This design comes from an exercise in tuning for small area, a short achievable clock period and few clock cycles per item on the open sky130 flow, not from production work.
At most, simulation tests tie the RTL to the original design; equivalence was not proved.
For run 1, only the layout was checked, not whether the RTL still works.
Power is estimated from default activity; no workload was simulated.

==> flow/design.v, too long to show whole: its modules and the start of the top module <==
// module Mult: 1267 lines
// module BoothEnc: 7 lines
// module BoothRowX: 10 lines
// module PrefixAdd: 324 lines
// module FA: 6 lines
// module HA: 6 lines
module Mult (MultStart, out_A, out_B, rst, clk, HI, LOW, EndMult);
  // ...
==> flow/flow/run.sh <==
#!/bin/bash
# The standard layout (the standard.sh: ORFS synthesis to finish), except that
# the port buffers are sky130_fd_sc_hd__buf_4 rather than the delay-cell buffer
# that buffer_ports picks by default. The make output goes to standard.log; ORFS
# keeps each step's own log under orfs/logs/.
set -uo pipefail
bash standard.sh "BUFFER_PORTS_ARGS=-buffer_cell sky130_fd_sc_hd__buf_4" finish > standard.log 2>&1
==> flow/standard.sh <==
#!/bin/bash
# synth_recipe.tcl (not shown) runs the flow's synth.tcl, then flattens the netlist and writes it again
# the make line also repeats each setting of config.mk as NAME=value (left out here)
make -C /OpenROAD-flow-scripts/flow DESIGN_CONFIG=/design/flow/config.mk WORK_HOME=/design/flow/orfs CLKGATE_MAP_FILE= SYNTH_SCRIPT=/design/flow/synth_recipe.tcl "${@:-finish}"
==> flow/config.mk <==
export PLATFORM = sky130hd
export DESIGN_NAME = Mult
export DESIGN_NICKNAME = Mult
export VERILOG_FILES = /design/flow/design.v
export SDC_FILE = /design/flow/constraint.sdc
export NUM_CORES = 4
export LEC_CHECK = 0
export CAP_MARGIN = 20
export CORE_MARGIN = 2
export CORE_UTILIZATION = 40
export SETUP_SLACK_MARGIN = 1.2
export SLEW_MARGIN = 20
export SYNTH_HIERARCHICAL = 1
export SYNTH_MINIMUM_KEEP_SIZE = 0
==> flow/constraint.sdc <==
create_clock -name core_clock -period 6.5 [get_ports {clk}]
set_input_delay 1.3000 -clock core_clock [delete_from_list [all_inputs] [get_ports {clk}]]
set_output_delay 1.3000 -clock core_clock [all_outputs]
set_load 0.01 [all_outputs]
==> results by group, run 1 <==
Run status
  – Status: finished clean

Drt
  – Routed Antenna Nets: 0
  – M1 WL: 31.6 mm
  – Vias after detailed routing: 19,100
  – Met2 WL: 39.7 mm

STA
  – Slew of the pin with the lowest slew margin: 0.728 ns
  – Hold Vio Cnt, Final: 0
  – Slew headroom: 51.4%
  – Minimum clock period after layout: 5.23 ns
  – Max Transition Viols Final: 0

Synthesis
  – #FFs+latches synth: 121
  – Post-synthesis compound-gate area fraction: 17.9%
  – Gate Count Post-Synth: 2,323
  – Synthesized area: 25,500 um^2
  – Largest family of logic cells by synthesized area: adder cells
  – Synth Flop Type: dfxtp_1
  – Area leader, netlist: fa_1
  – Mean Syn Cell Area: 11.0 um^2
  – Most frequent cell after synthesis: xnor2_1
  – Synth warnings: 7

Final layout
  – Top class by area: multi-input gates
  – Seq_cells: 121
  – Seq/total area: 8.92%
  – #MultiIn Comb: 1,981
  – Registers with the most flip-flops: S: 56 flops, C: 55 flops, LB: 8 flops
  – Finished Layout Cells: 3,234
  – Footprint of the multi-input gates: 21,400 um^2

GRT
  – Vias in the first global route: 21,000
  – First-pass GRT wire length: 125 mm
  – Met2 Use GR: 42.6%

Placed design
  – Placer Congestion: 0.917

Clock network
  – CTS Sinks: 121
  – TritonCTS clock tree: yes
  – Clock buffer depth: 2

Die
  – TAP cells: 846
  – Die Wd: 257 um
  – Die Footprint: 65,800 um^2

Critical path
  – Crit path from: out_B[11]
  – Critical path endpoint: C[26]
  – Most frequent CP cell: fa_1
  – Setup Crit Path Kind: in2reg

Worst hold path
  – Hold Path End: EndMult

Run
  – MaxCap Viol Count: 0
==> module BoothEnc, before the edit <==
module BoothEnc (b, one, two, c);
	input wire [2:0] b;
	output wire one, two, c;
	assign one = b[1] ^ b[0];
	assign two = (b[2] ^ b[1]) & ~(b[1] ^ b[0]);
	assign c = b[2] | ~(b[1] | b[0]);
endmodule
==> run 2, diff against run 1 <==
--- a/flow/design.v
+++ b/flow/design.v
@@ -7,93 +7,109 @@
 	input wire rst;
 	input wire clk;
 	output reg EndMult;
 	always @(posedge clk) EndMult <= ~rst & MultStart;
 	wire [32:0] bs;
 	assign bs = {out_B, 1'b0};
 	wire [32:0] ax = {out_A[31], out_A};
 	wire [32:0] ax1 = {out_A, 1'b0};
-	wire one0, two0, neg0;
-	BoothEnc enc0 (.b(bs[2:0]), .one(one0), .two(two0), .c(neg0));
+	wire one0, two0;
+	BoothEnc enc0 (.b(bs[2:0]), .one(one0), .two(two0));
+	wire neg0 = bs[2] | ~(bs[1] | bs[0]);
 	wire [31:0] pp0;
 	wire pn0;
 	BoothRowX row0 (.one(one0), .two(two0), .nx(bs[2]), .a(out_A), .p(pp0), .pn(pn0));
-	wire one1, two1, neg1;
-	BoothEnc enc1 (.b(bs[4:2]), .one(one1), .two(two1), .c(neg1));
+	wire one1, two1;
+	BoothEnc enc1 (.b(bs[4:2]), .one(one1), .two(two1));
+	wire neg1 = bs[4] | ~(bs[3] | bs[2]);
 	wire [31:0] pp1;
 	wire pn1;
 	BoothRowX row1 (.one(one1), .two(two1), .nx(bs[4]), .a(out_A), .p(pp1), .pn(pn1));
-	wire one2, two2, neg2;
-	BoothEnc enc2 (.b(bs[6:4]), .one(one2), .two(two2), .c(neg2));
+	wire one2, two2;
+	BoothEnc enc2 (.b(bs[6:4]), .one(one2), .two(two2));
+	wire neg2 = bs[6] | ~(bs[5] | bs[4]);
 	wire [31:0] pp2;
 	wire pn2;
 	BoothRowX row2 (.one(one2), .two(two2), .nx(bs[6]), .a(out_A), .p(pp2), .pn(pn2));
-	wire one3, two3, neg3;
-	BoothEnc enc3 (.b(bs[8:6]), .one(one3), .two(two3), .c(neg3));
+	wire one3, two3;
+	BoothEnc enc3 (.b(bs[8:6]), .one(one3), .two(two3));
+	wire neg3 = bs[8] | ~(bs[7] | bs[6]);
 	wire [31:0] pp3;
 	wire pn3;
 	BoothRowX row3 (.one(one3), .two(two3), .nx(bs[8]), .a(out_A), .p(pp3), .pn(pn3));
-	wire one4, two4, neg4;
-	BoothEnc enc4 (.b(bs[10:8]), .one(one4), .two(two4), .c(neg4));
+	wire one4, two4;
+	BoothEnc enc4 (.b(bs[10:8]), .one(one4), .two(two4));
+	wire neg4 = bs[10] | ~(bs[9] | bs[8]);
 	wire [31:0] pp4;
 	wire pn4;
 	BoothRowX row4 (.one(one4), .two(two4), .nx(bs[10]), .a(out_A), .p(pp4), .pn(pn4));
-	wire one5, two5, neg5;
-	BoothEnc enc5 (.b(bs[12:10]), .one(one5), .two(two5), .c(neg5));
+	wire one5, two5;
+	BoothEnc enc5 (.b(bs[12:10]), .one(one5), .two(two5));
+	wire neg5 = bs[12] | ~(bs[11] | bs[10]);
 	wire [31:0] pp5;
 	wire pn5;
 	BoothRowX row5 (.one(one5), .two(two5), .nx(bs[12]), .a(out_A), .p(pp5), .pn(pn5));
-	wire one6, two6, neg6;
-	BoothEnc enc6 (.b(bs[14:12]), .one(one6), .two(two6), .c(neg6));
+	wire one6, two6;
+	BoothEnc enc6 (.b(bs[14:12]), .one(one6), .two(two6));
+	wire neg6 = bs[14] | ~(bs[13] | bs[12]);
 	wire [31:0] pp6;
 	wire pn6;
 	BoothRowX row6 (.one(one6), .two(two6), .nx(bs[14]), .a(out_A), .p(pp6), .pn(pn6));
-	wire one7, two7, neg7;
-	BoothEnc enc7 (.b(bs[16:14]), .one(one7), .two(two7), .c(neg7));
+	wire one7, two7;
+	BoothEnc enc7 (.b(bs[16:14]), .one(one7), .two(two7));
+	wire neg7 = bs[16] | ~(bs[15] | bs[14]);
 	wire [31:0] pp7;
 	wire pn7;
 	BoothRowX row7 (.one(one7), .two(two7), .nx(bs[16]), .a(out_A), .p(pp7), .pn(pn7));
-	wire one8, two8, neg8;
-	BoothEnc enc8 (.b(bs[18:16]), .one(one8), .two(two8), .c(neg8));
+	wire one8, two8;
+	BoothEnc enc8 (.b(bs[18:16]), .one(one8), .two(two8));
+	wire neg8 = bs[18] | ~(bs[17] | bs[16]);
 	wire [31:0] pp8;
 	wire pn8;
 	BoothRowX row8 (.one(one8), .two(two8), .nx(bs[18]), .a(out_A), .p(pp8), .pn(pn8));
-	wire one9, two9, neg9;
-	BoothEnc enc9 (.b(bs[20:18]), .one(one9), .two(two9), .c(neg9));
+	wire one9, two9;
+	BoothEnc enc9 (.b(bs[20:18]), .one(one9), .two(two9));
+	wire neg9 = bs[20] | ~(bs[19] | bs[18]);
 	wire [31:0] pp9;
 	wire pn9;
 	BoothRowX row9 (.one(one9), .two(two9), .nx(bs[20]), .a(out_A), .p(pp9), .pn(pn9));
-	wire one10, two10, neg10;
-	BoothEnc enc10 (.b(bs[22:20]), .one(one10), .two(two10), .c(neg10));
+	wire one10, two10;
+	BoothEnc enc10 (.b(bs[22:20]), .one(one10), .two(two10));
+	wire neg10 = bs[22] | ~(bs[21] | bs[20]);
 	wire [31:0] pp10;
 	wire pn10;
 	BoothRowX row10 (.one(one10), .two(two10), .nx(bs[22]), .a(out_A), .p(pp10), .pn(pn10));
-	wire one11, two11, neg11;
-	BoothEnc enc11 (.b(bs[24:22]), .one(one11), .two(two11), .c(neg11));
+	wire one11, two11;
+	BoothEnc enc11 (.b(bs[24:22]), .one(one11), .two(two11));
+	wire neg11 = bs[24] | ~(bs[23] | bs[22]);
 	wire [31:0] pp11;
 	wire pn11;
 	BoothRowX row11 (.one(one11), .two(two11), .nx(bs[24]), .a(out_A), .p(pp11), .pn(pn11));
-	wire one12, two12, neg12;
-	BoothEnc enc12 (.b(bs[26:24]), .one(one12), .two(two12), .c(neg12));
+	wire one12, two12;
+	BoothEnc enc12 (.b(bs[26:24]), .one(one12), .two(two12));
+	wire neg12 = bs[26] | ~(bs[25] | bs[24]);
 	wire [31:0] pp12;
 	wire pn12;
 	BoothRowX row12 (.one(one12), .two(two12), .nx(bs[26]), .a(out_A), .p(pp12), .pn(pn12));
-	wire one13, two13, neg13;
-	BoothEnc enc13 (.b(bs[28:26]), .one(one13), .two(two13), .c(neg13));
+	wire one13, two13;
+	BoothEnc enc13 (.b(bs[28:26]), .one(one13), .two(two13));
+	wire neg13 = bs[28] | ~(bs[27] | bs[26]);
 	wire [31:0] pp13;
 	wire pn13;
 	BoothRowX row13 (.one(one13), .two(two13), .nx(bs[28]), .a(out_A), .p(pp13), .pn(pn13));
-	wire one14, two14, neg14;
-	BoothEnc enc14 (.b(bs[30:28]), .one(one14), .two(two14), .c(neg14));
+	wire one14, two14;
+	BoothEnc enc14 (.b(bs[30:28]), .one(one14), .two(two14));
+	wire neg14 = bs[30] | ~(bs[29] | bs[28]);
 	wire [31:0] pp14;
 	wire pn14;
 	BoothRowX row14 (.one(one14), .two(two14), .nx(bs[30]), .a(out_A), .p(pp14), .pn(pn14));
-	wire one15, two15, neg15;
-	BoothEnc enc15 (.b(bs[32:30]), .one(one15), .two(two15), .c(neg15));
+	wire one15, two15;
+	BoothEnc enc15 (.b(bs[32:30]), .one(one15), .two(two15));
+	wire neg15 = bs[32] | ~(bs[31] | bs[30]);
 	wire [31:0] pp15;
 	wire pn15;
 	BoothRowX row15 (.one(one15), .two(two15), .nx(bs[32]), .a(out_A), .p(pp15), .pn(pn15));
 	wire s1, c2;
 	HA ha_s1 (.a(neg12), .b(pp0[24]), .s(s1), .co(c2));
 	wire s3, c4;
 	FA fa_s3 (.a(pp0[25]), .b(pp1[23]), .c(pp2[21]), .s(s3), .co(c4));
 	wire s5, c6;
@@ -1260,22 +1276,21 @@
 		C[55] <= 1'b1;
 	end
 	wire [55:0] G = S & C;
 	wire [55:0] P = S ^ C;
 	wire [55:0] hs;
 	PrefixAdd padd (.g(G), .p(P), .ci(CI), .s(hs));
 	assign {HI, LOW} = {hs, LB};
 endmodule
-module BoothEnc (b, one, two, c);
+module BoothEnc (b, one, two);
 	input wire [2:0] b;
-	output wire one, two, c;
+	output wire one, two;
 	assign one = b[1] ^ b[0];
 	assign two = (b[2] ^ b[1]) & ~(b[1] ^ b[0]);
-	assign c = b[2] | ~(b[1] | b[0]);
 endmodule
 module BoothRowX (one, two, nx, a, p, pn);
 	input wire one, two, nx;
 	input wire [31:0] a;
 	output wire [31:0] p;
 	output wire pn;
 	wire [31:0] q = ~(a ^ {32{nx}});
 	wire [31:0] q1 = {q[30:0], ~nx};
==> flow/config.mk (replaced) <==
export PLATFORM = sky130hd
export DESIGN_NAME = Mult
export DESIGN_NICKNAME = Mult
export VERILOG_FILES = /design/flow/design.v
export SDC_FILE = /design/flow/constraint.sdc
export NUM_CORES = 4
export LEC_CHECK = 0
export CAP_MARGIN = 20
export CORE_MARGIN = 2
export CORE_UTILIZATION = 40
export SETUP_SLACK_MARGIN = 1.7
export SLEW_MARGIN = 20
export SYNTH_HIERARCHICAL = 1
export SYNTH_MINIMUM_KEEP_SIZE = 0
==> results by group, run 2 <==
Critical path
  – CP Max Fanout: 4 (was 33)
  – Setup Crit Path Kind: reg2out (was in2reg)
  – CP startpoint kind: flip-flop (was input pin)
  – CP cell instances: ha_4 -> a211oi_4 -> nor3b_4 -> or4_4 -> a221oi_4 -> a21oi_4 -> o211ai_2 -> a21oi_2 -> or2_1 -> o311ai_2 -> buf_4 (was buf_4 -> inv_1 -> ha_1 -> buf_4 -> a22oi_1 -> fa_1 -> fa_1 -> fa_1 -> fa_1 -> fa_1 -> fa_1)
  – Crit path from: C[24] (was out_B[11])
  – Worst path max stage delay: 0.44 ns (was 0.54 ns)
  – Crit-path slowest cell: or4_4 (was fa_1)
  – Required time of the critical path: 5.20 ns (was 6.87 ns)
  – Arrival time at the worst endpoint: 3.50 ns (was 5.60 ns)
  – CP Capture Type: primary output (was flip-flop)

Final layout
  – Layout net count: 3,081 (was 3,042)
  – Biggest register: S (unchanged)
  – Most common cell after layout, fill and taps aside: xnor2_1 (unchanged)
  – Share of layout cells above drive strength 1: 17.1% (was 10.8%)
  – Layout area overhead: 13.6% (was 6.50%)
  – Commonest non-fill, non-tap cells in the layout: xnor2_1 (524), a22oi_1 (464), fa_1 (429) (was xnor2_1 (540), a22oi_1 (480), fa_1 (440))
  – Final Core Density: 45.9% (was 43.1%)
  – Max reg flops: 56 (unchanged)
  – Diode count: 0 (unchanged)
  – Registers with the most flip-flops: S: 56 flops, C: 55 flops, LB: 8 flops (unchanged)

Synthesis
  – Seq/Total Area, Yosys: 9.50% (was 9.49%)
  – Most common library cells after synthesis: xnor2_1 (524), a22oi_1 (480), fa_1 (440) (was xnor2_1 (540), a22oi_1 (480), fa_1 (440))
  – Post-synth cell types: 65 (was 66)
  – Most area-consuming cells after synthesis: fa_1 (35%), xnor2_1 (18%), a22oi_1 (14%) (was fa_1 (35%), xnor2_1 (19%), a22oi_1 (14%))
  – #FFs+latches synth: 121 (unchanged)
  – Most frequent cell after synthesis: xnor2_1 (unchanged)
  – Area leader, netlist: fa_1 (unchanged)
  – Synthesized area: 25,500 um^2 (about the same)
  – FFs w/ async S/R, synth: 0% (unchanged)
  – Top-area cell type share of the netlist area: 34.5% (about the same)
  – Synth warnings: 7 (unchanged)
  – Synth Flop Type: dfxtp_1 (unchanged)
  – Gate Count Post-Synth: 2,307 (was 2,323)
  – Mean Syn Cell Area: 11.1 um^2 (was 11.0 um^2)
  – Post-synth EDFFs: 0 (unchanged)

Drt
  – Vias per cell: 5.98 (was 5.90)
  – WL/cell: 25.9 um (was 25.0 um)
  – Routed Antenna Nets: 0 (unchanged)
  – Vias after detailed routing: 19,700 (was 19,100)
  – Routed WL: 85.1 mm (was 80.8 mm)
  – DR pass1 iterations: 8 (was 6)
  – Iter 0 DRT Violations: 1,983 (was 1,431)
  – Remaining DRCs: 0 (unchanged)

STA
  – Minimum clock period after layout: 4.80 ns (was 5.23 ns)
  – Final Setup Violations: 0 (unchanged)
  – Hold Vio Cnt, Final: 0 (unchanged)
  – Setup TNS: 0 ns (unchanged)
  – Max Transition Viols Final: 0 (unchanged)
  – Slew headroom: 58.5% (was 51.4%)
  – Fin crit share: 73.8% (was 80.4%)
  – Slew of the pin with the lowest slew margin: 0.621 ns (was 0.728 ns)
  – RSZ-0062 raised after global routing: yes (unchanged)
  – Fmax: 208 MHz (was 191 MHz)

Power
  – Clk pwr share: 6.3% (about the same)
  – Peak VDD IR: 0.409 mV (was 0.434 mV)
  – Register share of total power: 10.2% (was 10.3%)
  – Sw Ratio: 47.5% (was 47.9%)
  – Cell internal pwr: 8.16 mW (was 8.14 mW)
  – Combinational group share of total power: 83.6% (was 83.4%)
  – Sw power: 7.39 mW (was 7.49 mW)
  – P per Cell Area: 537 nW/um^2 (was 575 nW/um^2)
  – Leakage power: 10.1 nW (was 9.66 nW)

Clock network
  – CTS Buf Count: 17 (unchanged)
  – # hold bufs at CTS: 0 (unchanged)
  – H-tree depth: 4 (unchanged)
  – Root buffer selected by CTS: clkbuf_16 (unchanged)
  – CTS Sinks: 121 (unchanged)
  – Clock buffer depth: 2 (unchanged)
  – TritonCTS clock tree: yes (unchanged)
  – Clock transition at path regs: 0.06 ns (was 0.07 ns)

Die
  – Initial Util: 40.4% (about the same)
  – Num rows: 92 (unchanged)
  – Die Footprint: 65,800 um^2 (about the same)
  – Core footprint: 63,100 um^2 (unchanged)
  – Number of placed I/O pins: 132 (unchanged)
  – Die Ht: 257 um (about the same)
  – Die Wd: 257 um (about the same)

Worst hold path
  – Hold Startpoint: rst (unchanged)
  – HP Class: in2reg (unchanged)

Run
  – MaxCap Viol Count: 0 (unchanged)

GRT
  – Initial antenna violation count: 0 (unchanged)
  – Overflow after GRT: 0 (unchanged)
  – First-pass GRT wire length: 128 mm (was 125 mm)
  – Vias in the first global route: 20,800 (was 21,000)
  – Largest net degree at the start of global routing: 41 (was 37)
  – GRT Total Usage: 25.9% (was 25.0%)

Run status
  – Status: finished clean (unchanged)

Placed design
  – Placed wire-length estimate: 66.7 mm (was 64.5 mm)
  – Placer Congestion: 0.971 (was 0.917)
  – I/O Buffers: 131 (unchanged)
run 2: cell count changes in the layout (fill, tap and decap cells not counted), moves of 16 or more:
cell      previous run  this run
or2_1               17         1
ha_1               159       135
nand3b_1             1        17
a22oi_1            480       464
inv_1               60        28
a22oi_2              0        16
o21ai_4              0        16
buf_12               2        23
xnor2_1            540       524
run 2: cell families (layout without fill, tap and decap cells):
family | count (synthesis) | after routing | synth area share (%)
AO/OA/AOI/OAI | 642 | 643 | 18.9
XOR/XNOR | 565 | 565 | 19.4
adder cells (fa/ha/maj) | 584 | 584 | 41.6
multiplexers | 1 | 1 | 0.0392
other | 2 | 19 | 0.0294
buffers and inverters | 204 | 322 | 6.69
flip-flops | 121 | 121 | 9.50
AND/OR/NAND/NOR | 188 | 188 | 3.83
run 2: metal layers:
metal	up-vias	GRT usage (%)	routed length, um
met5	-	0	0
met4	0	14.3	5010
met3	228	3.92	6010
met2	1008	43.6	41300
met1	10000	31.9	32800
li1	8431	-	-
run 2: final cells by class:
cell class	instances	area (um^2)
Multi-Input combinational cell	2000	22200
Tap cell	846	1060
Fill cell	5888	34100
Clock inverter	11	121
Inverter	28	105
Timing Repair Buffer	262	2570
Clock buffer	21	470
Sequential cell	121	2430
run 2: stage by stage:
step | hold WS, ns | std cells | power [mW] | worst slack, ns | instance area, um^2
after floorplan | 1.37 | 2324 | 9.88 | 1.70 | 25600
after global placement | 1.46 | 3199 | 14.0 | 0.687 | 26700
after detailed placement | 1.46 | 3199 | 14.2 | 0.591 | 26700
after CTS | 0.910 | 3258 | 15.5 | 1.69 | 28000
after global routing | 0.945 | 3289 | 17.4 | 1.59 | 29000
final | 0.956 | 3289 | 15.5 | 1.70 | 29000
run 2: worst max-delay path, delay by kind of cell, from the launching register on:
family                     cells  cell delay, ns
adders and majority gates      1            0.25
and+or+nand+nor                3            0.78
AOI/OAI and AO/OA              6            1.46
DFF                            1            0.33
buffers and inverters          1            0.17
run 2: timing repair:
action	4_1_cts	5_1_grt
gates resized for setup	91	115
setup buffers	25	24
pin swaps	24	43
cloned	2	7
endpoints found under the setup margin	83	56
run 2: power groups by stage:
stage          clock network (mW)  registers (mW)  logic, mW
3_3_place_gp                    0            1.57       12.4
2_1_floorplan                   0            1.54       8.34
5_1_grt                      1.03            1.61       14.8
6_report                    0.975            1.58       13.0
4_1_cts                      1.01            1.57       12.9
3_5_place_dp                    0            1.57       12.6
run 2: modules after synthesis, one instance, submodules excluded:
module     copies in the design  cells inside  flip-flops and latches  cell area [um^2]
Mult                          1           196                     121              3250
PrefixAdd                     1           260                       0              1700
BoothRowX                    16            79                       0               638
BoothEnc                     16             4                       0              31.3
FA                          440             1                       0              20.0
HA                           83             1                       0              12.5
run 2: final timing paths:
check	endpoint	slack, ns	cells after the start
max	HI[27]	1.70	11
min	EndMult	0.96	2
Testbench counts of run 2, summed over its fixed seeds: cycles 960, items 960.
==> run 3, diff against run 2 <==
--- a/flow/config.mk
+++ b/flow/config.mk
@@ -8,7 +8,7 @@
 export CAP_MARGIN = 20
 export CORE_MARGIN = 2
 export CORE_UTILIZATION = 40
-export SETUP_SLACK_MARGIN = 1.7
+export SETUP_SLACK_MARGIN = 1.6
 export SLEW_MARGIN = 20
 export SYNTH_HIERARCHICAL = 1
 export SYNTH_MINIMUM_KEEP_SIZE = 0
==> results by group, run 3 <==
Run status
  – Status: finished clean (unchanged)

Power
  – P per Cell Area: 542 nW/um^2 (was 537 nW/um^2)
  – Register share of total power: 10.4% (was 10.2%)
  – Clk pwr share: 6.2% (was 6.3%)
  – Peak VDD IR: 0.497 mV (was 0.409 mV)
  – Leakage power: 9.80 nW (was 10.1 nW)
  – Sw Ratio: 47.8% (was 47.5%)
  – Sw power: 7.30 mW (was 7.39 mW)
  – Cell internal pwr: 7.96 mW (was 8.16 mW)
  – Combinational group share of total power: 83.4% (was 83.6%)

Worst hold path
  – Worst Hold Path Cells: 2 (unchanged)
  – HP Class: in2reg (unchanged)

Die
  – Initial Util: 40.4% (unchanged)
  – Core footprint: 63,100 um^2 (unchanged)
  – Die Footprint: 65,800 um^2 (unchanged)
  – Number of placed I/O pins: 132 (unchanged)
  – Num rows: 92 (unchanged)
  – Die Wd: 257 um (unchanged)
  – Die Ht: 257 um (unchanged)

GRT
  – Met1 Use GR: 31.5% (was 31.9%)
  – First-pass GRT wire length: 125 mm (was 128 mm)
  – Met2 Use GR: 41.0% (was 43.6%)
  – Busiest grt layer: met2 (unchanged)
  – GRT Total Usage: 25.3% (was 25.9%)
  – M3 GR Usage: 4.68% (was 3.92%)
  – Largest net degree at the start of global routing: 41 (unchanged)
  – Initial antenna violation count: 0 (unchanged)
  – Vias in the first global route: 20,700 (was 20,800)
  – Overflow after GRT: 0 (unchanged)

Critical path
  – CP Capture Type: flip-flop (was primary output)
  – CP Max Fanout: 17 (was 4)
  – CP startpoint kind: input pin (was flip-flop)
  – Required time of the critical path: 6.85 ns (was 5.20 ns)
  – Arrival time at the worst endpoint: 5.20 ns (was 3.50 ns)
  – Setup Crit Path Kind: in2reg (was reg2out)

Clock network
  – # hold bufs at CTS: 0 (unchanged)
  – TritonCTS clock tree: yes (unchanged)
  – CTS Buf Count: 17 (unchanged)
  – Root buffer selected by CTS: clkbuf_16 (unchanged)
  – H-tree depth: 4 (unchanged)
  – Clock buffer depth: 2 (unchanged)
  – CTS Sinks: 121 (unchanged)
  – Clock transition at path regs: 0.06 ns (about the same)

Drt
  – Routed Antenna Nets: 0 (unchanged)
  – WL/cell: 25.4 um (was 25.9 um)
  – Vias after detailed routing: 19,400 (was 19,700)
  – DR pass1 iterations: 6 (was 8)
  – Routed WL: 82.6 mm (was 85.1 mm)
  – Vias per cell: 5.97 (was 5.98)
  – Iter 0 DRT Violations: 1,772 (was 1,983)
  – Remaining DRCs: 0 (unchanged)

Synthesis
  – Post-synth cell types: 65 (unchanged)
  – Most common library cells after synthesis: xnor2_1 (524), a22oi_1 (480), fa_1 (440) (unchanged)
  – #FFs+latches synth: 121 (unchanged)
  – Mean Syn Cell Area: 11.1 um^2 (unchanged)
  – Top-area cell type share of the netlist area: 34.5% (unchanged)
  – Post-synth EDFFs: 0 (unchanged)
  – Synth warnings: 7 (unchanged)
  – Gate Count Post-Synth: 2,307 (unchanged)
  – Synth Flop Type: dfxtp_1 (unchanged)
  – FFs w/ async S/R, synth: 0% (unchanged)
  – Synthesized area: 25,500 um^2 (unchanged)
  – Most area-consuming cells after synthesis: fa_1 (35%), xnor2_1 (18%), a22oi_1 (14%) (unchanged)
  – Seq/Total Area, Yosys: 9.50% (unchanged)
  – Most frequent cell after synthesis: xnor2_1 (unchanged)
  – Area leader, netlist: fa_1 (unchanged)

Final layout
  – Max reg flops: 56 (unchanged)
  – Layout area overhead: 10.4% (was 13.6%)
  – Registers with the most flip-flops: S: 56 flops, C: 55 flops, LB: 8 flops (unchanged)
  – Commonest non-fill, non-tap cells in the layout: xnor2_1 (524), a22oi_1 (476), fa_1 (435) (was xnor2_1 (524), a22oi_1 (464), fa_1 (429))
  – Diode count: 0 (unchanged)
  – Layout net count: 3,047 (was 3,081)
  – Share of layout cells above drive strength 1: 14.0% (was 17.1%)
  – Biggest register: S (unchanged)
  – Most common cell after layout, fill and taps aside: xnor2_1 (unchanged)

Placed design
  – I/O Buffers: 131 (unchanged)
  – Placed wire-length estimate: 64.7 mm (was 66.7 mm)
  – Placer Congestion: 0.979 (was 0.971)

STA
  – RSZ-0062 raised after global routing: yes (unchanged)
  – Max Transition Viols Final: 0 (unchanged)
  – Hold Slack: 0.968 ns (was 0.956 ns)
  – Slew headroom: 59.5% (was 58.5%)
  – Setup TNS: 0 ns (unchanged)
  – Fin crit share: 74.6% (was 73.8%)
  – Fmax: 206 MHz (was 208 MHz)
  – Hold Vio Cnt, Final: 0 (unchanged)
  – Slew of the pin with the lowest slew margin: 0.606 ns (was 0.621 ns)
  – Minimum clock period after layout: 4.85 ns (was 4.80 ns)
  – Final Setup Violations: 0 (unchanged)

Run
  – MaxCap Viol Count: 0 (unchanged)
## run 3: cell counts after synthesis
Identical to the previous run, type by type.
## run 3: per-layer routing
layer / share of wire [%] / up-vias / wire length, um
met3: 7.8 / 212 / 6410
met2: 47 / 911 / 38400
li1: - / 8348 / -
met1: 39 / 9965 / 32600
met5: 0 / - / 0
met4: 6.2 / 0 / 5130
## run 3: layout make-up
| cell class | instances | area [um^2] |
|---|---|---|
| inverters | 28 | 105 |
| clock buffers | 24 | 472 |
| fillers | 6009 | 34900 |
| repair buffers | 228 | 2020 |
| clock inverters | 8 | 95.1 |
| multi-input cells | 2000 | 22000 |
| flip-flops and latches | 121 | 2420 |
| well taps | 846 | 1060 |
## run 3: power groups by stage
stage	Combinational [mW]	Clock, mW	Sequential (mW)
after floorplan	8.34	0	1.54
after global placement	12.4	0	1.58
after detailed placement	12.6	0	1.58
after CTS	12.8	0.990	1.57
after global routing	14.6	1.01	1.62
final	12.7	0.953	1.59
## run 3: path summary, 6_finish.rpt
check / from / endpoint / slack, ns
setup / recovery: out_B[3] / C[29] / 1.65
hold / removal: rst / EndMult / 0.97
## run 3: worst max-delay path, stage by stage
cell	delay, ns
buf_4	0.27
nand2b_4	0.20
o21ai_4	0.07
buf_12	0.15
a22oi_1	0.40
fa_1	0.52
fa_1	0.44
fa_1	0.46
fa_1	0.45
fa_1	0.41
fa_1	0.51
## run 3: cells by family after synthesis
kind of cell             after synthesis  synth area share (%)
AO/OA/AOI/OAI                        642                  18.9
adder cells (fa/ha/maj)              584                  41.6
XOR/XNOR                             565                  19.4
buffers and inverters                204                  6.69
AND/OR/NAND/NOR                      188                  3.83
flip-flops                           121                  9.50
other                                  2                0.0294
multiplexers                           1                0.0392
## run 3: metrics by stage
| step | area [um^2] | util, % | setup WS [ns] | cells | total power, mW |
|---|---|---|---|---|---|
| floorplan | 25600 | - | 1.60 | 2324 | 9.88 |
| global placement | 26600 | 42.2 | 0.721 | 3193 | 14.0 |
| detailed placement | 26600 | 42.2 | 0.656 | 3193 | 14.1 |
| CTS | 27600 | 43.7 | 1.59 | 3235 | 15.3 |
| global route | 28100 | 44.6 | 1.53 | 3255 | 17.2 |
| finish | 28100 | 44.6 | 1.65 | 3255 | 15.3 |
## run 3: timing repair
item	4_1_cts	5_1_grt
pin swaps	7	22
gates resized for setup	47	70
buffers inserted	10	17
gates cloned	0	3
endpoints found under the setup margin	79	49
## run 3: per-module statistics from Yosys (local to each module, per instance)
module,area (um^2),times used,flops+latches
BoothEnc,31.3,16,0
BoothRowX,638,16,0
FA,20.0,440,0
HA,12.5,83,0
Mult,3250,1,121
PrefixAdd,1700,1,0
==> run 4, diff against run 3 <==
--- a/flow/config.mk
+++ b/flow/config.mk
@@ -8,7 +8,7 @@
 export CAP_MARGIN = 20
 export CORE_MARGIN = 2
 export CORE_UTILIZATION = 40
-export SETUP_SLACK_MARGIN = 1.6
+export SETUP_SLACK_MARGIN = 1.5
 export SLEW_MARGIN = 20
 export SYNTH_HIERARCHICAL = 1
 export SYNTH_MINIMUM_KEEP_SIZE = 0
==> results by group, run 4 <==
Synthesis
  – Synth Area in XOR/XNOR: 19.4% (unchanged)
  – Multiplexer area fraction after synthesis: 0.0392% (unchanged)
  – Synth warnings: 7 (unchanged)
  – Post-synthesis compound-gate area fraction: 18.9% (unchanged)
  – Most area-consuming cells after synthesis: fa_1 (35%), xnor2_1 (18%), a22oi_1 (14%) (unchanged)
  – Largest family of logic cells by synthesized area: adder cells (unchanged)
  – Area leader, netlist: fa_1 (unchanged)
  – Most common library cells after synthesis: xnor2_1 (524), a22oi_1 (480), fa_1 (440) (unchanged)
  – Post-Synth Simple-Gate Area: 3.83% (unchanged)
  – Post-synth EDFFs: 0 (unchanged)
  – Top-area cell type share of the netlist area: 34.5% (unchanged)
  – Gate Count Post-Synth: 2,307 (unchanged)
  – Seq/Total Area, Yosys: 9.50% (unchanged)
  – #FFs+latches synth: 121 (unchanged)
  – Adder-cell share of the synthesized area: 41.6% (unchanged)
  – Synthesized area: 25,500 um^2 (unchanged)
  – FFs w/ async S/R, synth: 0% (unchanged)
  – Most frequent cell after synthesis: xnor2_1 (unchanged)
  – Synth Flop Type: dfxtp_1 (unchanged)
  – Post-synth cell types: 65 (unchanged)
  – Mean Syn Cell Area: 11.1 um^2 (unchanged)

STA
  – Slew headroom: 44.8% (was 59.5%)
  – Slew of the pin with the lowest slew margin: 0.828 ns (was 0.606 ns)
  – Fin crit share: 75.6% (was 74.6%)
  – Hold Vio Cnt, Final: 0 (unchanged)
  – Setup TNS: 0 ns (unchanged)
  – Final Setup Violations: 0 (unchanged)
  – Minimum clock period after layout: 4.91 ns (was 4.85 ns)
  – RSZ-0062 raised after global routing: no (was yes)
  – Max Transition Viols Final: 0 (unchanged)
  – Fmax: 204 MHz (was 206 MHz)

Worst hold path
  – Worst Hold Path Cells: 2 (unchanged)
  – HP Class: in2reg (unchanged)

Critical path
  – CP cell instances: buf_4 -> nand2b_1 -> o21ai_2 -> buf_8 -> o2bb2a_1 -> fa_1 -> fa_1 -> fa_1 -> fa_1 -> fa_1 -> ha_1 (was buf_4 -> nand2b_4 -> o21ai_4 -> buf_12 -> a22oi_1 -> fa_1 -> fa_1 -> fa_1 -> fa_1 -> fa_1 -> fa_1)
  – Most frequent CP cell: fa_1 (unchanged)
  – CP bufs+invs: 2 (unchanged)
  – Critical Path Stages: 11 (unchanged)
  – CP Capture Type: flip-flop (unchanged)
  – CP startpoint kind: input pin (unchanged)
  – Crit path max-delay family: adder cells (unchanged)
  – Setup Crit Path Kind: in2reg (unchanged)
  – Arrival time at the worst endpoint: 5.29 ns (was 5.20 ns)
  – Crit-path slowest cell: fa_1 (unchanged)
  – CP Max Fanout: 33 (was 17)
  – Required time of the critical path: 6.88 ns (was 6.85 ns)
  – Worst path max stage delay: 0.63 ns (was 0.52 ns)

Power
  – Final Power: 15.1 mW (was 15.3 mW)
  – P per Cell Area: 545 nW/um^2 (was 542 nW/um^2)
  – Sw Ratio: 47.4% (was 47.8%)
  – Cell internal pwr: 7.95 mW (was 7.96 mW)
  – Register share of total power: 10.4% (about the same)
  – Leakage power: 9.66 nW (was 9.80 nW)
  – Clk pwr share: 7.0% (was 6.2%)
  – Sw power: 7.17 mW (was 7.30 mW)
  – Peak VDD IR: 0.526 mV (was 0.497 mV)
  – Combinational group share of total power: 82.7% (was 83.4%)

GRT
  – Largest net degree at the start of global routing: 41 (unchanged)
  – Overflow after GRT: 0 (unchanged)
  – First-pass GRT wire length: 125 mm (about the same)
  – GRT Total Usage: 25.0% (was 25.3%)
  – Initial antenna violation count: 1 (was 0)
  – Vias in the first global route: 20,800 (was 20,700)

Clock network
  – # hold bufs at CTS: 0 (unchanged)
  – Clock transition at path regs: 0.06 ns (about the same)
  – CTS Sinks: 121 (unchanged)
  – TritonCTS clock tree: yes (unchanged)
  – Root buffer selected by CTS: clkbuf_16 (unchanged)
  – H-tree depth: 4 (unchanged)
  – CTS Buf Count: 17 (unchanged)
  – Clock buffer depth: 2 (unchanged)

Placed design
  – Placed Area: 26,600 um^2 (about the same)
  – Placed wire-length estimate: 64.3 mm (was 64.7 mm)
  – I/O Buffers: 131 (unchanged)
  – Placed insts: 3,192 (was 3,193)
  – Placer Congestion: 0.935 (was 0.979)

Die
  – Initial Util: 40.4% (unchanged)
  – Num rows: 92 (unchanged)
  – Die Footprint: 65,800 um^2 (unchanged)
  – Die Ht: 257 um (unchanged)
  – Core footprint: 63,100 um^2 (unchanged)
  – Die Wd: 257 um (unchanged)
  – Number of placed I/O pins: 132 (unchanged)

Final layout
  – Most common cell after layout, fill and taps aside: xnor2_1 (unchanged)
  – Diode count: 0 (unchanged)
  – Post-route design area: 27,700 um^2 (was 28,100 um^2)
  – Final Core Density: 44.0% (was 44.6%)
  – Commonest non-fill, non-tap cells in the layout: xnor2_1 (524), a22oi_1 (480), fa_1 (440) (was xnor2_1 (524), a22oi_1 (476), fa_1 (435))
  – Registers with the most flip-flops: S: 56 flops, C: 55 flops, LB: 8 flops (unchanged)
  – Layout area overhead: 8.77% (was 10.4%)
  – Share of layout cells above drive strength 1: 12.4% (was 14.0%)
  – Layout net count: 3,030 (was 3,047)
  – Max reg flops: 56 (unchanged)
  – Biggest register: S (unchanged)
  – Layout filler cell count: 6,046 (was 6,009)
  – Finished Layout Cells: 3,238 (was 3,255)

Run
  – MaxCap Viol Count: 0 (unchanged)

Run status
  – Status: finished clean (unchanged)

Drt
  – Routed WL: 80.7 mm (was 82.6 mm)
  – Iter 0 DRT Violations: 1,613 (was 1,772)
  – Vias per cell: 5.95 (was 5.97)
  – WL/cell: 24.9 um (was 25.4 um)
  – Vias after detailed routing: 19,300 (was 19,400)
  – Routed Antenna Nets: 0 (unchanged)
  – Remaining DRCs: 0 (unchanged)
  – DR pass1 iterations: 6 (unchanged)
-- run 4: metal layers --
layer | up-vias | global-route usage (%) | routed length, um
li1 | 8340 | - | -
met4 | 0 | 13.1 | 4360
met1 | 9798 | 30.5 | 31700
met3 | 236 | 4.80 | 5830
met5 | - | 0 | 0
met2 | 894 | 42.0 | 38900
-- run 4: final cells by class --
cell class | count | area [um^2] | share of cell area [%]
timing repair buffer | 211 | 1730 | 6.25
multi-input combinational | 2000 | 21800 | 78.5
clock buffer | 24 | 492 | 1.77
clock inverter | 8 | 140 | 0.505
sequential | 121 | 2420 | 8.73
inverter | 28 | 105 | 0.379
tap | 846 | 1060 | 3.82
-- run 4: what timing repair did --
item | 4_1_cts | 5_1_grt
gates cloned | 0 | 1
gates resized for setup | 19 | 41
setup buffers | 5 | 8
endpoints found under the setup margin | 64 | 52
pin swaps | 2 | 9
-- run 4: worst paths after layout --
check	start	end
min	rst	EndMult
max	out_B[9]	C[32]
-- run 4: modules after synthesis, one instance, submodules excluded --
| module | cells inside | flops+latches | copies in the design | area, um^2 |
|---|---|---|---|---|
| BoothEnc | 4 | 0 | 16 | 31.3 |
| BoothRowX | 79 | 0 | 16 | 638 |
| FA | 1 | 0 | 440 | 20.0 |
| HA | 1 | 0 | 83 | 12.5 |
| Mult | 196 | 121 | 1 | 3250 |
| PrefixAdd | 260 | 0 | 1 | 1700 |
-- run 4: stage by stage --
| stage | setup slack [ns] | hold WS [ns] |
|---|---|---|
| final | 1.59 | 0.962 |
| after CTS | 1.51 | 0.936 |
| after global routing | 1.50 | 0.950 |
| after detailed placement | 0.697 | 1.46 |
| after floorplan | 1.59 | 1.37 |
| after global placement | 0.758 | 1.46 |
-- run 4: logic make-up (layout without fill, tap and decap cells) --
kind of cell / count (synthesis) / after routing
AOI/OAI and AO/OA: 642 / 643
adders and majority gates: 584 / 584
xor gates and xnor gates: 565 / 565
buffers and inverters: 204 / 271
and+or+nand+nor: 188 / 188
DFF: 121 / 121
other: 2 / 19
muxes: 1 / 1
-- run 4: power groups by stage --
stage | combinational [mW] | clock [mW] | sequential, mW
5_1_grt | 14.4 | 1.11 | 1.61
3_3_place_gp | 12.2 | 0 | 1.58
3_5_place_dp | 12.5 | 0 | 1.57
6_report | 12.5 | 1.06 | 1.57
2_1_floorplan | 8.34 | 0 | 1.54
4_1_cts | 12.7 | 1.08 | 1.56
==> run 5, diff against run 4 <==
--- a/flow/config.mk
+++ b/flow/config.mk
@@ -7,7 +7,7 @@
 export LEC_CHECK = 0
 export CAP_MARGIN = 20
 export CORE_MARGIN = 2
-export CORE_UTILIZATION = 40
+export CORE_UTILIZATION = 60
 export SETUP_SLACK_MARGIN = 1.5
 export SLEW_MARGIN = 20
 export SYNTH_HIERARCHICAL = 1
==> results by group, run 5 <==
STA
  – Final Setup Violations: 0 (unchanged)
  – Setup TNS: 0 ns (unchanged)
  – Minimum clock period after layout: 4.95 ns (was 4.91 ns)
  – Hold Vio Cnt, Final: 0 (unchanged)
  – RSZ-0062 raised after global routing: yes (was no)
  – Slew of the pin with the lowest slew margin: 0.767 ns (was 0.828 ns)
  – Slew headroom: 48.8% (was 44.8%)
  – Fin crit share: 76.2% (was 75.6%)
  – Fmax: 202 MHz (was 204 MHz)
  – Max Transition Viols Final: 0 (unchanged)

Power
  – Sw power: 7.12 mW (was 7.17 mW)
  – Cell internal pwr: 7.82 mW (was 7.95 mW)
  – P per Cell Area: 549 nW/um^2 (was 545 nW/um^2)
  – Clk pwr share: 6.5% (was 7.0%)
  – Leakage power: 9.58 nW (was 9.66 nW)
  – Register share of total power: 10.4% (about the same)
  – Combinational group share of total power: 83.1% (was 82.7%)
  – Peak VDD IR: 0.544 mV (was 0.526 mV)
  – Sw Ratio: 47.7% (was 47.4%)

Synthesis
  – Area leader, netlist: fa_1 (unchanged)
  – Most frequent cell after synthesis: xnor2_1 (unchanged)
  – FFs w/ async S/R, synth: 0% (unchanged)
  – Mean Syn Cell Area: 11.1 um^2 (unchanged)
  – Post-synth EDFFs: 0 (unchanged)
  – Post-synth cell types: 65 (unchanged)
  – Seq/Total Area, Yosys: 9.50% (unchanged)
  – Synth Flop Type: dfxtp_1 (unchanged)
  – Most common library cells after synthesis: xnor2_1 (524), a22oi_1 (480), fa_1 (440) (unchanged)
  – Synth warnings: 7 (unchanged)
  – Top-area cell type share of the netlist area: 34.5% (unchanged)
  – Most area-consuming cells after synthesis: fa_1 (35%), xnor2_1 (18%), a22oi_1 (14%) (unchanged)
  – Synthesized area: 25,500 um^2 (unchanged)
  – #FFs+latches synth: 121 (unchanged)
  – Gate Count Post-Synth: 2,307 (unchanged)

GRT
  – Met1 Use GR: 45.0% (was 30.5%)
  – GRT Total Usage: 36.9% (was 25.0%)
  – M3 GR Usage: 7.58% (was 4.80%)
  – Met2 Use GR: 61.7% (was 42.0%)
  – First-pass GRT wire length: 121 mm (was 125 mm)
  – Overflow after GRT: 0 (unchanged)
  – Initial antenna violation count: 0 (was 1)
  – Vias in the first global route: 20,700 (was 20,800)
  – Busiest grt layer: met2 (unchanged)
  – Largest net degree at the start of global routing: 35 (was 41)

Final layout
  – Post-route design area: 27,200 um^2 (was 27,700 um^2)
  – Footprint of the multi-input gates: 21,700 um^2 (was 21,800 um^2)
  – Biggest register: S (unchanged)
  – Layout net count: 3,024 (was 3,030)
  – Share of layout cells above drive strength 1: 12.4% (about the same)
  – Registers with the most flip-flops: S: 56 flops, C: 55 flops, LB: 8 flops (unchanged)
  – Sequential Area: 2420 um^2 (unchanged)
  – Layout filler cell count: 3,474 (was 6,046)
  – Final Core Density: 64.8% (was 44.0%)
  – Diode count: 0 (unchanged)
  – Layout area overhead: 6.65% (was 8.77%)
  – Most common cell after layout, fill and taps aside: xnor2_1 (unchanged)
  – Commonest non-fill, non-tap cells in the layout: xnor2_1 (524), a22oi_1 (478), fa_1 (440) (was xnor2_1 (524), a22oi_1 (480), fa_1 (440))
  – Max reg flops: 56 (unchanged)

Critical path
  – CP cell instances: buf_4 -> buf_6 -> xnor2_1 -> a22oi_1 -> fa_1 -> fa_1 -> fa_1 -> fa_1 -> fa_1 -> fa_1 (was buf_4 -> nand2b_1 -> o21ai_2 -> buf_8 -> o2bb2a_1 -> fa_1 -> fa_1 -> fa_1 -> fa_1 -> fa_1 -> ha_1)
  – CP startpoint kind: input pin (unchanged)
  – Worst path max stage delay: 0.53 ns (was 0.63 ns)
  – Crit-path slowest cell: fa_1 (unchanged)
  – Setup Crit Path Kind: in2reg (unchanged)
  – CP Capture Type: flip-flop (unchanged)
  – Crit path from: out_B[13] (was out_B[9])
  – Arrival time at the worst endpoint: 5.30 ns (was 5.29 ns)
  – CP Max Fanout: 21 (was 33)
  – Required time of the critical path: 6.85 ns (was 6.88 ns)
  – Most frequent CP cell: fa_1 (unchanged)

Die
  – Die Wd: 210 um (was 257 um)
  – Core footprint: 41,900 um^2 (was 63,100 um^2)
  – Initial Util: 60.8% (was 40.4%)
  – Num rows: 75 (was 92)
  – Die Ht: 210 um (was 257 um)
  – Die Footprint: 44,200 um^2 (was 65,800 um^2)
  – Number of placed I/O pins: 132 (unchanged)

Placed design
  – Placed wire-length estimate: 61.3 mm (was 64.3 mm)
  – I/O Buffers: 131 (unchanged)
  – Placed Area: 26,300 um^2 (was 26,600 um^2)
  – Placer Congestion: 0.963 (was 0.935)

Drt
  – Iter 0 DRT Violations: 1,745 (was 1,613)
  – Routed Antenna Nets: 0 (unchanged)
  – Vias after detailed routing: 19,400 (was 19,300)
  – Remaining DRCs: 0 (unchanged)
  – WL/cell: 26.9 um (was 24.9 um)
  – Vias per cell: 6.63 (was 5.95)
  – Routed WL: 78.8 mm (was 80.7 mm)
  – DR pass1 iterations: 6 (unchanged)

Clock network
  – CTS Sinks: 121 (unchanged)
  – CTS Buf Count: 17 (unchanged)
  – Clock buffer depth: 2 (unchanged)
  – # hold bufs at CTS: 0 (unchanged)
  – Clock transition at path regs: 0.06 ns (about the same)
  – Root buffer selected by CTS: clkbuf_16 (unchanged)
  – H-tree depth: 4 (unchanged)
  – TritonCTS clock tree: yes (unchanged)

Run
  – MaxCap Viol Count: 0 (unchanged)

Worst hold path
  – Hold Startpoint: rst (unchanged)
  – HP Class: in2reg (unchanged)
  – Worst Hold Path Cells: 2 (unchanged)
  – Hold Path End: EndMult (unchanged)

Run status
  – Status: finished clean (unchanged)
==> run 5: repair_timing <==
| item | in CTS | in global routing |
|---|---|---|
| resized for setup | 12 | 38 |
| setup endpoints to repair | 55 | 49 |
| pin swaps | 2 | 11 |
| buffers inserted | 0 | 9 |
==> run 5: area by class of cell <==
cell class,instances,share of cell area (%)
Clock buffer,20,1.68
Multi-Input combinational cell,1999,79.9
Inverter,28,0.386
Clock inverter,12,0.524
Tap cell,539,2.48
Sequential cell,121,8.91
Timing Repair Buffer,206,6.11
==> run 5: critical path: cells and delay by family <==
family	cells	cell delay, ns
buffers and inverters	2	0.61
xor gates and xnor gates	1	0.22
adders and majority gates	6	2.71
AOI/OAI and AO/OA	1	0.43
==> run 5: Yosys stat by module, one instance, submodules excluded <==
module / flip-flops and latches / cells inside
BoothEnc: 0 / 4
BoothRowX: 0 / 79
FA: 0 / 1
HA: 0 / 1
Mult: 121 / 196
PrefixAdd: 0 / 260
==> run 5: kinds of logic after synthesis <==
family	Yosys count	synth area share, %
xor+xnor	565	19.4
fa+ha+maj	584	41.6
flops	121	9.50
buf+inv	204	6.69
simple gates	188	3.83
compound gates	642	18.9
other cells	2	0.0294
mux	1	0.0392
==> run 5: stage by stage <==
stage / instances / setup slack (ns) / hold WS [ns] / power (mW)
after floorplan: 2324 / 1.59 / 1.37 / 9.88
after global placement: 2884 / 0.821 / 1.46 / 13.6
after detailed placement: 2884 / 0.771 / 1.46 / 14.0
after CTS: 2916 / 1.47 / 0.950 / 15.1
after global routing: 2925 / 1.46 / 0.963 / 16.9
final: 2925 / 1.55 / 0.980 / 14.9
==> run 5: metal layers <==
layer | vias to the layer above | wire length, um
met3 | 235 | 6200
met4 | 0 | 4730
li1 | 8315 | -
met5 | - | 0
met1 | 9918 | 30100
met2 | 924 | 37800
==> run 5: power by group through the flow <==
stage	clock network (mW)	registers [mW]	logic, mW
after global placement	0	1.57	12.1
after detailed placement	0	1.57	12.4
after floorplan	0	1.54	8.34
after CTS	0.996	1.56	12.5
after global routing	1.02	1.59	14.2
final	0.973	1.55	12.4
==> run 5: worst max path at each step <==
stage / endpoint / slack [ns] / depth (start not counted)
floorplan: C[25] / 1.59 / 10
global placement: C[24] / 0.82 / 11
detailed placement: C[24] / 0.77 / 11
CTS: HI[27] / 1.47 / 11
global route: LOW[24] / 1.46 / 15
finish: C[24] / 1.55 / 10
==> run 6, diff against run 5 <==
--- a/flow/config.mk
+++ b/flow/config.mk
@@ -7,7 +7,8 @@
 export LEC_CHECK = 0
 export CAP_MARGIN = 20
 export CORE_MARGIN = 2
-export CORE_UTILIZATION = 60
+export CORE_UTILIZATION = 40
+export CTS_BUF_LIST = sky130_fd_sc_hd__clkbuf_4 sky130_fd_sc_hd__clkbuf_8
 export SETUP_SLACK_MARGIN = 1.5
 export SLEW_MARGIN = 20
 export SYNTH_HIERARCHICAL = 1
==> results by group, run 6 <==
Final layout
  – Registers with the most flip-flops: S: 56 flops, C: 55 flops, LB: 8 flops (unchanged)
  – Most common cell after layout, fill and taps aside: xnor2_1 (unchanged)
  – Layout area overhead: 7.89% (was 6.65%)
  – Max reg flops: 56 (unchanged)
  – Biggest register: S (unchanged)
  – Commonest non-fill, non-tap cells in the layout: xnor2_1 (524), a22oi_1 (480), fa_1 (440) (was xnor2_1 (524), a22oi_1 (478), fa_1 (440))
  – Layout net count: 3,024 (unchanged)
  – Post-route design area: 27,500 um^2 (was 27,200 um^2)
  – Share of layout cells above drive strength 1: 12.7% (was 12.4%)

Die
  – Number of placed I/O pins: 132 (unchanged)
  – Initial Util: 40.4% (was 60.8%)
  – Die Ht: 257 um (was 210 um)
  – Core footprint: 63,100 um^2 (was 41,900 um^2)
  – Num rows: 92 (was 75)
  – Die Footprint: 65,800 um^2 (was 44,200 um^2)
  – Die Wd: 257 um (was 210 um)

Synthesis
  – Area leader, netlist: fa_1 (unchanged)
  – Post-synth EDFFs: 0 (unchanged)
  – Most area-consuming cells after synthesis: fa_1 (35%), xnor2_1 (18%), a22oi_1 (14%) (unchanged)
  – Synth warnings: 7 (unchanged)
  – Synthesized area: 25,500 um^2 (unchanged)
  – Top-area cell type share of the netlist area: 34.5% (unchanged)
  – Most frequent cell after synthesis: xnor2_1 (unchanged)
  – FFs w/ async S/R, synth: 0% (unchanged)
  – #FFs+latches synth: 121 (unchanged)
  – Synth Flop Type: dfxtp_1 (unchanged)
  – Gate Count Post-Synth: 2,307 (unchanged)
  – Most common library cells after synthesis: xnor2_1 (524), a22oi_1 (480), fa_1 (440) (unchanged)
  – Seq/Total Area, Yosys: 9.50% (unchanged)
  – Mean Syn Cell Area: 11.1 um^2 (unchanged)
  – Post-synth cell types: 65 (unchanged)

GRT
  – Initial antenna violation count: 2 (was 0)
  – Largest net degree at the start of global routing: 41 (was 35)
  – First-pass GRT wire length: 124 mm (was 121 mm)
  – Vias in the first global route: 20,800 (was 20,700)
  – GRT Total Usage: 24.9% (was 36.9%)
  – Overflow after GRT: 0 (unchanged)

Clock network
  – Clock buffer depth: 2 (unchanged)
  – H-tree depth: 4 (unchanged)
  – Root buffer selected by CTS: clkbuf_8 (was clkbuf_16)
  – CTS Sinks: 121 (unchanged)
  – TritonCTS clock tree: yes (unchanged)
  – Clock transition at path regs: 0.07 ns (was 0.06 ns)
  – CTS Buf Count: 17 (unchanged)

Placed design
  – I/O Buffers: 131 (unchanged)
  – Placed wire-length estimate: 64.3 mm (was 61.3 mm)
  – Placed Area: 26,600 um^2 (was 26,300 um^2)
  – Placer Congestion: 0.935 (was 0.963)

STA
  – Fin crit share: 75.9% (was 76.2%)
  – Final Setup Violations: 0 (unchanged)
  – RSZ-0062 raised after global routing: yes (unchanged)
  – Slew headroom: 43.6% (was 48.8%)
  – Slew of the pin with the lowest slew margin: 0.846 ns (was 0.767 ns)
  – Max Transition Viols Final: 0 (unchanged)
  – Setup TNS: 0 ns (unchanged)
  – Minimum clock period after layout: 4.93 ns (was 4.95 ns)
  – Fmax: 203 MHz (was 202 MHz)
  – Hold Vio Cnt, Final: 0 (unchanged)

Power
  – Cell internal pwr: 7.80 mW (was 7.82 mW)
  – Peak VDD IR: 0.569 mV (was 0.544 mV)
  – Combinational group share of total power: 84.1% (was 83.1%)
  – Register share of total power: 10.5% (was 10.4%)
  – Clk pwr share: 5.4% (was 6.5%)
  – Sw Ratio: 48.0% (was 47.7%)
  – P per Cell Area: 545 nW/um^2 (was 549 nW/um^2)
  – Sw power: 7.19 mW (was 7.12 mW)
  – Leakage power: 9.55 nW (was 9.58 nW)

Drt
  – DR pass1 iterations: 5 (was 6)
  – Remaining DRCs: 0 (unchanged)
  – Iter 0 DRT Violations: 1,753 (was 1,745)
  – Vias per cell: 5.94 (was 6.63)
  – Vias after detailed routing: 19,200 (was 19,400)
  – WL/cell: 24.9 um (was 26.9 um)
  – Routed WL: 80.4 mm (was 78.8 mm)
  – Routed Antenna Nets: 0 (unchanged)

Critical path
  – CP startpoint kind: input pin (unchanged)
  – CP Max Fanout: 40 (was 21)
  – Required time of the critical path: 6.93 ns (was 6.85 ns)
  – CP bufs+invs: 1 (was 2)
  – Worst path max stage delay: 0.58 ns (was 0.53 ns)
  – Crit-path slowest cell: fa_1 (unchanged)
  – Crit path max-delay family: adder cells (unchanged)
  – Setup Crit Path Kind: in2reg (unchanged)
  – Most frequent CP cell: fa_1 (unchanged)
  – Arrival time at the worst endpoint: 5.37 ns (was 5.30 ns)
  – CP cell instances: buf_6 -> nand2b_1 -> o21ai_2 -> o2bb2a_1 -> fa_1 -> fa_1 -> fa_1 -> fa_1 -> fa_1 -> fa_1 (was buf_4 -> buf_6 -> xnor2_1 -> a22oi_1 -> fa_1 -> fa_1 -> fa_1 -> fa_1 -> fa_1 -> fa_1)
  – CP Capture Type: flip-flop (unchanged)

Run
  – MaxCap Viol Count: 0 (unchanged)

Run status
  – Status: finished clean (unchanged)

Worst hold path
  – HP Class: in2reg (unchanged)
run 6: changes by cell type in the layout (fill, tap and decap cells not counted), sizes merged:
cell | previous run | this run
buf | 206 | 205
bufinv | 2 | 4
clkbuf | 20 | 25
clkinv | 5 | 4
clkinvlp | 4 | 0
diode | 0 | 1
inv | 29 | 28
run 6: worst paths after layout:
kind	startpoint	end	cells past startpoint
setup / recovery	out_B[5]	C[28]	10
hold / removal	rst	EndMult	2
run 6: cells by family after synthesis:
group / count (synthesis) / share of synthesized area [%]
AO/OA/AOI/OAI: 642 / 18.9
flip-flops: 121 / 9.50
AND/OR/NAND/NOR: 188 / 3.83
multiplexers: 1 / 0.0392
XOR/XNOR: 565 / 19.4
other: 2 / 0.0294
buffers and inverters: 204 / 6.69
adder cells (fa/ha/maj): 584 / 41.6
run 6: power groups by stage:
stage	combinational (mW)	sequential (mW)	clock, mW
floorplan	8.34	1.54	0
global placement	12.2	1.58	0
detailed placement	12.5	1.57	0
CTS	12.7	1.56	0.842
global route	14.5	1.61	0.867
finish	12.6	1.57	0.814
run 6: modules after synthesis, one instance, submodules excluded:
module / area (um^2) / times used / flops+latches
BoothEnc: 31.3 / 16 / 0
HA: 12.5 / 83 / 0
PrefixAdd: 1700 / 1 / 0
Mult: 3250 / 1 / 121
BoothRowX: 638 / 16 / 0
FA: 20.0 / 440 / 0
run 6: area by class of cell:
type,instances,area [um^2]
Tap cell,846,1060
Multi-Input combinational cell,1999,21900
Clock buffer,24,312
Clock inverter,8,140
Antenna cell,1,2.50
Timing Repair Buffer,206,1620
Sequential cell,121,2420
Inverter,28,105
Fill cell,6057,35600
run 6: timing repair:
item	CTS	global route
setup endpoints to repair	55	52
buffers inserted	2	6
resized for setup	19	35
pin swaps	2	9
endpoints found under the hold margin	0	0
hold buffers	0	0
cloned	0	0
run 6: through the flow:
| step | utilization (%) | power [mW] | worst slack [ns] | hold WS, ns | std cells |
|---|---|---|---|---|---|
| 2_1_floorplan | - | 9.88 | 1.59 | 1.37 | 2324 |
| 3_3_place_gp | 42.2 | 13.8 | 0.758 | 1.46 | 3192 |
| 3_5_place_dp | 42.2 | 14.1 | 0.697 | 1.46 | 3192 |
| 4_1_cts | 43.1 | 15.1 | 1.51 | 0.837 | 3226 |
| 5_1_grt | 43.6 | 17.0 | 1.46 | 0.863 | 3233 |
| 6_report | 43.6 | 15.0 | 1.57 | 0.893 | 3233 |
run 6: per-layer routing:
layer	track usage [%]	share of wire [%]	routed length [um]
met4	12.8	5.1	4090
met1	30.3	39	31200
met5	0	0.020	16
met3	5.05	7.4	5930
met2	41.9	49	39200
==> run 7, diff against run 6 <==
==> flow/flow/run.sh (replaced) <==
#!/bin/bash
# The standard layout (the standard.sh: ORFS synthesis to finish), except that
# the port buffers are sky130_fd_sc_hd__buf_2 rather than the delay-cell buffer
# that buffer_ports picks by default. The make output goes to standard.log; ORFS
# keeps each step's own log under orfs/logs/.
set -uo pipefail
bash standard.sh "BUFFER_PORTS_ARGS=-buffer_cell sky130_fd_sc_hd__buf_2" finish > standard.log 2>&1
--- a/flow/config.mk
+++ b/flow/config.mk
@@ -13,3 +13,4 @@
 export SLEW_MARGIN = 20
 export SYNTH_HIERARCHICAL = 1
 export SYNTH_MINIMUM_KEEP_SIZE = 0
+export TNS_END_PERCENT = 20
==> results by group, run 7 <==
Run status
  – Status: finished clean (unchanged)

Final layout
  – Registers with the most flip-flops: S: 56 flops, C: 55 flops, LB: 8 flops (unchanged)
  – Post-route design area: 27,200 um^2 (was 27,500 um^2)
  – Max reg flops: 56 (unchanged)
  – Layout area overhead: 6.64% (was 7.89%)
  – Commonest non-fill, non-tap cells in the layout: xnor2_1 (524), a22oi_1 (480), fa_1 (440) (unchanged)
  – Biggest register: S (unchanged)
  – Layout net count: 3,043 (was 3,024)
  – Most common cell after layout, fill and taps aside: xnor2_1 (unchanged)
  – Final Core Density: 43.1% (was 43.6%)
  – Share of layout cells above drive strength 1: 13.4% (was 12.7%)

Drt
  – DR pass1 iterations: 6 (was 5)
  – Iter 0 DRT Violations: 1,681 (was 1,753)
  – Routed WL: 81.8 mm (was 80.4 mm)
  – Routed Antenna Nets: 0 (unchanged)
  – Vias per cell: 5.94 (about the same)
  – WL/cell: 25.2 um (was 24.9 um)
  – Vias after detailed routing: 19,300 (was 19,200)
  – Remaining DRCs: 0 (unchanged)

Clock network
  – Root buffer selected by CTS: clkbuf_8 (unchanged)
  – # hold bufs at CTS: 0 (unchanged)
  – CTS Buf Count: 17 (unchanged)
  – Clock buffer depth: 2 (unchanged)
  – H-tree depth: 4 (unchanged)
  – TritonCTS clock tree: yes (unchanged)
  – CTS Sinks: 121 (unchanged)
  – Clock transition at path regs: 0.07 ns (about the same)

Synthesis
  – Most common library cells after synthesis: xnor2_1 (524), a22oi_1 (480), fa_1 (440) (unchanged)
  – Post-synth cell types: 65 (unchanged)
  – Post-synth EDFFs: 0 (unchanged)
  – Most frequent cell after synthesis: xnor2_1 (unchanged)
  – Synth Flop Type: dfxtp_1 (unchanged)
  – Top-area cell type share of the netlist area: 34.5% (unchanged)
  – Gate Count Post-Synth: 2,307 (unchanged)
  – #FFs+latches synth: 121 (unchanged)
  – Synth warnings: 7 (unchanged)
  – Area leader, netlist: fa_1 (unchanged)
  – Synthesized area: 25,500 um^2 (unchanged)
  – Seq/Total Area, Yosys: 9.50% (unchanged)
  – Most area-consuming cells after synthesis: fa_1 (35%), xnor2_1 (18%), a22oi_1 (14%) (unchanged)
  – Mean Syn Cell Area: 11.1 um^2 (unchanged)
  – FFs w/ async S/R, synth: 0% (unchanged)

Die
  – Die Ht: 257 um (unchanged)
  – Num rows: 92 (unchanged)
  – Die Footprint: 65,800 um^2 (unchanged)
  – Number of placed I/O pins: 132 (unchanged)
  – Die Wd: 257 um (unchanged)
  – Core footprint: 63,100 um^2 (unchanged)
  – Initial Util: 40.4% (unchanged)

Critical path
  – CP Capture Type: flip-flop (unchanged)
  – Setup Crit Path Kind: in2reg (unchanged)
  – CP startpoint kind: input pin (unchanged)
  – Required time of the critical path: 6.94 ns (was 6.93 ns)
  – Crit path from: out_B[17] (was out_B[5])
  – Arrival time at the worst endpoint: 5.37 ns (about the same)
  – CP Max Fanout: 33 (was 40)
  – Critical path endpoint: C[27] (was C[28])

STA
  – RSZ-0062 raised after global routing: yes (unchanged)
  – Hold Vio Cnt, Final: 0 (unchanged)
  – Setup TNS: 0 ns (unchanged)
  – Slew headroom: 37.0% (was 43.6%)
  – Slew of the pin with the lowest slew margin: 0.944 ns (was 0.846 ns)
  – Fin crit share: 75.8% (was 75.9%)
  – Worst setup margin: 1.58 ns (was 1.57 ns)
  – Fmax: 203 MHz (about the same)
  – Max Transition Viols Final: 0 (unchanged)
  – Final Setup Violations: 0 (unchanged)
  – Minimum clock period after layout: 4.92 ns (was 4.93 ns)

Placed design
  – I/O Buffers: 131 (unchanged)
  – Placer Congestion: 0.968 (was 0.935)
  – Placed Area: 26,500 um^2 (was 26,600 um^2)
  – Worst slack, placed: 0.674 ns (was 0.697 ns)
  – Placed wire-length estimate: 66.2 mm (was 64.3 mm)

GRT
  – First-pass GRT wire length: 126 mm (was 124 mm)
  – Overflow after GRT: 0 (unchanged)
  – GRT Total Usage: 25.4% (was 24.9%)
  – Initial antenna violation count: 4 (was 2)
  – Largest net degree at the start of global routing: 36 (was 41)
  – Vias in the first global route: 21,000 (was 20,800)

Run
  – MaxCap Viol Count: 0 (unchanged)

Power
  – P per Cell Area: 526 nW/um^2 (was 545 nW/um^2)
  – Peak VDD IR: 0.503 mV (was 0.569 mV)
  – Leakage power: 9.48 nW (was 9.55 nW)

Worst hold path
  – HP Class: in2reg (unchanged)
## run 7: cell counts after synthesis
No cell type changed its count.
## run 7: what timing repair did
item / in CTS / in global routing
resized for setup: 8 / 41
buffers inserted: 2 / 5
pin swaps: 2 / 13
endpoints found under the setup margin: 53 / 59
gates cloned: 0 / 0
## run 7: worst min-delay path by stage
stage | endpoint | from | depth (start not counted)
2_1_floorplan | EndMult | rst | 1
3_3_place_gp | EndMult | rst | 2
3_5_place_dp | EndMult | rst | 2
4_1_cts | EndMult | rst | 2
5_1_grt | EndMult | rst | 2
6_report | EndMult | rst | 2
## run 7: final cells by class
| type | count | area (um^2) |
|---|---|---|
| diodes | 1 | 2.50 |
| clock buffers | 24 | 299 |
| clock inverters | 8 | 95.1 |
| fillers | 6141 | 35900 |
| inverters | 28 | 105 |
| multi-input cells | 1999 | 21800 |
| flip-flops and latches | 121 | 2420 |
| well taps | 846 | 1060 |
| repair buffers | 225 | 1430 |
## run 7: kinds of logic after synthesis
kind of cell | share of synthesized area [%]
compound gates | 18.9
xor+xnor | 19.4
fa+ha+maj | 41.6
buf+inv | 6.69
flops | 9.50
mux | 0.0392
other cells | 0.0294
simple gates | 3.83
## run 7: worst max-delay path: stages
cell	delay, ns
clkbuf_4	0.29
nand2b_1	0.24
o21ai_2	0.12
buf_4	0.39
a22oi_1	0.18
fa_1	0.53
fa_1	0.43
fa_1	0.49
fa_1	0.40
fa_1	0.54
fa_1	0.41
## run 7: Yosys stat by module, one instance, submodules excluded
| module | flops+latches | times used | cells inside | area, um^2 |
|---|---|---|---|---|
| Mult | 121 | 1 | 196 | 3250 |
| PrefixAdd | 0 | 1 | 260 | 1700 |
| BoothRowX | 0 | 16 | 79 | 638 |
| BoothEnc | 0 | 16 | 4 | 31.3 |
| FA | 0 | 440 | 1 | 20.0 |
| HA | 0 | 83 | 1 | 12.5 |
## run 7: where the power goes
group	leakage (nW)	switching, mW	internal [mW]
combinational	8.26	6.55	5.45
clock	0.204	0.347	0.378
sequential	1.02	0.160	1.43
total	9.48	7.06	7.25
## run 7: metal layers
metal	up-vias	track usage, %	routed length, um
met1	9900	30.5	31600
li1	8339	-	-
met3	240	4.61	5590
met5	-	0	35
met2	834	43.3	39900
met4	6	13.5	4610
## run 7: per-stage QoR
stage	total power, mW	cells	hold slack, ns
after floorplan	9.88	2324	1.37
after global placement	13.3	3212	1.46
after detailed placement	13.5	3212	1.47
after CTS	14.4	3246	0.835
after global routing	16.1	3252	0.867
final	14.3	3252	0.891

## port drivers added, routing unchanged
In the flow no input, the clock included, has a driving cell. The finished layouts below were timed again as built, in two steps.
Step 1 (the two cells are an assumption about what drives the block):
set clk [get_ports {clk}]
set_driving_cell -lib_cell sky130_fd_sc_hd__clkbuf_16 $clk
set_driving_cell -lib_cell sky130_fd_sc_hd__buf_2 [delete_from_list [all_inputs] $clk]
Step 2 moves the port delays by t, midway between the first and last clock arrival at a register: inputs arrive t later, outputs are due t later. That takes back most of the time a late clock gives input paths.
a / b / c = ideal / step 1 / step 2; a / b = the first two.
run	t, ns	setup WS [ns]	hold WS [ns]	slew at the worst register clock pin (ns)	worst slew at a driven data input, ns
run 1	0.547	1.274 / 1.297 / 0.750	0.968 / 0.935 / 1.482	0.07 / 0.07	0.06
run 2	0.554	1.701 / 1.640 / 1.109	0.956 / 0.925 / 1.479	0.07 / 0.07	0.18
run 3	0.548	1.653 / 1.656 / 1.114	0.968 / 0.933 / 1.481	0.06 / 0.06	0.17
run 4	0.554	1.589 / 1.606 / 1.074	0.962 / 0.930 / 1.483	0.06 / 0.06	0.06
run 5	0.529	1.550 / 1.545 / 1.024	0.980 / 0.947 / 1.476	0.07 / 0.07	0.07
run 6	0.614	1.567 / 1.547 / 0.970	0.893 / 0.865 / 1.479	0.09 / 0.09	0.06
run 7	0.621	1.576 / 1.584 / 0.975	0.891 / 0.852 / 1.473	0.08 / 0.08	0.08
After both steps every run listed still meets setup and hold. The setup slack of run 7, which loses most, moves by +0.008 ns with the drivers and by -0.601 ns with both steps.
